Background: an optimization exercise with open tools, aiming at small area, a short achievable clock period and few clock cycles per item. Do not read the settings as production practice.

==> flow/design.v (excerpt) <==
module ysyx_23060136_EXU_DIV(
        input                 clk           ,
        input                 rst           ,
        input         [63:0]  dividend      ,
        input         [63:0]  divisor       ,
        input                 div_valid     ,
        input                 divw          ,
        input                 div_signed    ,
        output                div_ready     ,
        output                div_out_valid ,
        output        [63:0]  quotient      ,
        output        [63:0]  remainder
 );
Size in the first run: roughly 2,900 cells after synthesis, ~260 I/O pins, roughly 24,000 µm² of cells after synthesis.
Settings: LEC_CHECK=0, CAP_MARGIN=20, CORE_MARGIN=2, CORE_UTILIZATION=40, SETUP_SLACK_MARGIN=2.0, SLEW_MARGIN=20; clock period 6.5 ns.
run.sh (not shown) runs the stock make flow with config.mk's settings and CLKGATE_MAP_FILE= SYNTH_SCRIPT=/design/flow/synth_recipe.tcl, a recipe that flattens the netlist after the stock synthesis.
==> next run, changes <==
--- a/flow/config.mk
+++ b/flow/config.mk
@@ -10,3 +10,3 @@
 export CORE_UTILIZATION = 40
-export SETUP_SLACK_MARGIN = 2.0
+export SETUP_SLACK_MARGIN = 2.8
 export SLEW_MARGIN = 20
After rerunning: The changed run finished clean. Routed wire length is higher by 5.5%. Clock-buffer cell count is unchanged. Cell count grows by 4.1%. Via count grows by 5.5%. Global-route usage rose by 1.4 points. Critical path depth fell by 3. Maximum frequency goes up by 2.2%. Hold slack barely changes. Die area stays the same.
No run of this note included a check of the RTL's function; only the layout flow was run.

* * *

ysyx_23060136_EXU_DIV, a different RTL version from the one above (not shown whole).
Size in the first run: roughly 2,700 cells after synthesis, roughly 21,000 sq um of cells after synthesis.
==> flow/design.v (excerpt) <==
module ysyx_23060136_EXU_DIV(
        input                 clk           ,
        input                 rst           ,
        input         [63:0]  dividend      ,
        input         [63:0]  divisor       ,
        input                 div_valid     ,
        input                 divw          ,
        input                 div_signed    ,
        output                div_ready     ,
        output                div_out_valid ,
        output        [63:0]  quotient      ,
        output        [63:0]  remainder
 );
==> flow/config.mk <==
export PLATFORM = sky130hd
export DESIGN_NAME = ysyx_23060136_EXU_DIV
export DESIGN_NICKNAME = ysyx_23060136_EXU_DIV
export VERILOG_FILES = /design/flow/design.v
export SDC_FILE = /design/flow/constraint.sdc
export NUM_CORES = 4
export LEC_CHECK = 0
export CAP_MARGIN = 20
export CORE_MARGIN = 2
export CORE_UTILIZATION = 40
export SETUP_SLACK_MARGIN = 2.0
export SLEW_MARGIN = 20
==> flow/constraint.sdc <==
create_clock -name core_clock -period 6.5 [get_ports {clk}]
set_input_delay 1.3000 -clock core_clock [delete_from_list [all_inputs] [get_ports {clk}]]
set_output_delay 1.3000 -clock core_clock [all_outputs]
set_load 0.01 [all_outputs]
Next try:
==> flow/flow/run.sh (new file) <==
#!/bin/bash
# Standard layout, with plain buffers (sky130_fd_sc_hd__buf_1) on the ports
# instead of the delay buffers buffer_ports picks by default.
set -euo pipefail
export BUFFER_PORTS_ARGS="-buffer_cell sky130_fd_sc_hd__buf_1"
bash standard.sh > standard_flow.log 2>&1
==> flow/standard.sh (new file) <==
#!/bin/bash
# synth_recipe.tcl (not shown) runs the flow's synth.tcl, then flattens the netlist and writes it again
# the make line also repeats each setting of config.mk as NAME=value (left out here)
make -C /OpenROAD-flow-scripts/flow DESIGN_CONFIG=/design/flow/config.mk WORK_HOME=/design/flow/orfs CLKGATE_MAP_FILE= SYNTH_SCRIPT=/design/flow/synth_recipe.tcl "${@:-finish}"
SETUP_SLACK_MARGIN = 1.8   (was 2.0)
removed: flow/run.sh
=> The new run went through all stages and came out clean; synthesized cell count is unchanged; non-clock buffer count drops by 34; via count drops slightly; fmax drops by a few percent; count of clock-buffer cells in the layout drops by 6; worst setup slack gets worse by 0.099 ns.
Next try:
==> flow/run.sh (new file) <==
#!/bin/bash
# synth_recipe.tcl (not shown) runs the flow's synth.tcl, then flattens the netlist and writes it again
# the make line also repeats each setting of config.mk as NAME=value (left out here)
make -C /OpenROAD-flow-scripts/flow DESIGN_CONFIG=/design/flow/config.mk WORK_HOME=/design/flow/orfs CLKGATE_MAP_FILE= SYNTH_SCRIPT=/design/flow/synth_recipe.tcl finish
CORE_UTILIZATION = 60   (was 40)
SETUP_SLACK_MARGIN = 2.0   (was 1.8)
removed: flow/flow/run.sh
removed: flow/standard.sh
After rerunning:
- routed wire length decreases by 0.68%
- final area rises by 8.9%
- setup slack got worse by 0.072 ns
- non-clock buffer count climbs by 31
Next try:
CORE_UTILIZATION = 40   (was 60)
SETUP_SLACK_MARGIN = 1.7   (was 2.0)
Result:
- clock-buffer cell count is higher by 7
- routed wire length is higher by 1.5%
- via count is lower by about 6%
- final area is lower by 3.3%
- clock skew is lower by 0.0049 ns
- die area is higher by about 50%
- first-iteration DRC count is lower by about 40%
No run of this note included a check of the RTL's function; only the layout flow was run.

## re-timing with driven ports
Ports are ideal in the flow. The routed layouts listed here were re-timed in OpenROAD. Step 1, drivers: a clkbuf_16 drives clk and a buf_2 each remaining input, both assumed. Step 2 adds t to the input delays and takes it off the output delays; t is the mean of the earliest and latest rising clock arrival at the registers after step 1. Input paths then give back, and output paths get back, about the clock's delay inside the block. Three values: no drivers, after step 1, after step 2; two values: the first two.
run	t (ns)	slack for setup (ns)	worst setup path after step 2
the first run of note 1	0.669	1.900 / 1.796 / 1.128	input to register
the second run of note 1	0.647	1.998 / 1.999 / 1.351	input to register
the first run of note 2	0.649	2.014 / 2.014 / 1.482	input to register
the second run of note 2	0.633	1.915 / 1.915 / 1.374	input to register
the third run of note 2	0.609	1.843 / 1.843 / 1.434	input to register
the fourth run of note 2	0.646	1.777 / 1.812 / 1.166	input to register
After both steps every run listed still meets setup and hold. The setup slack of the first run of note 1, which loses most, moves by -0.104 ns with the drivers and by -0.772 ns with both steps.
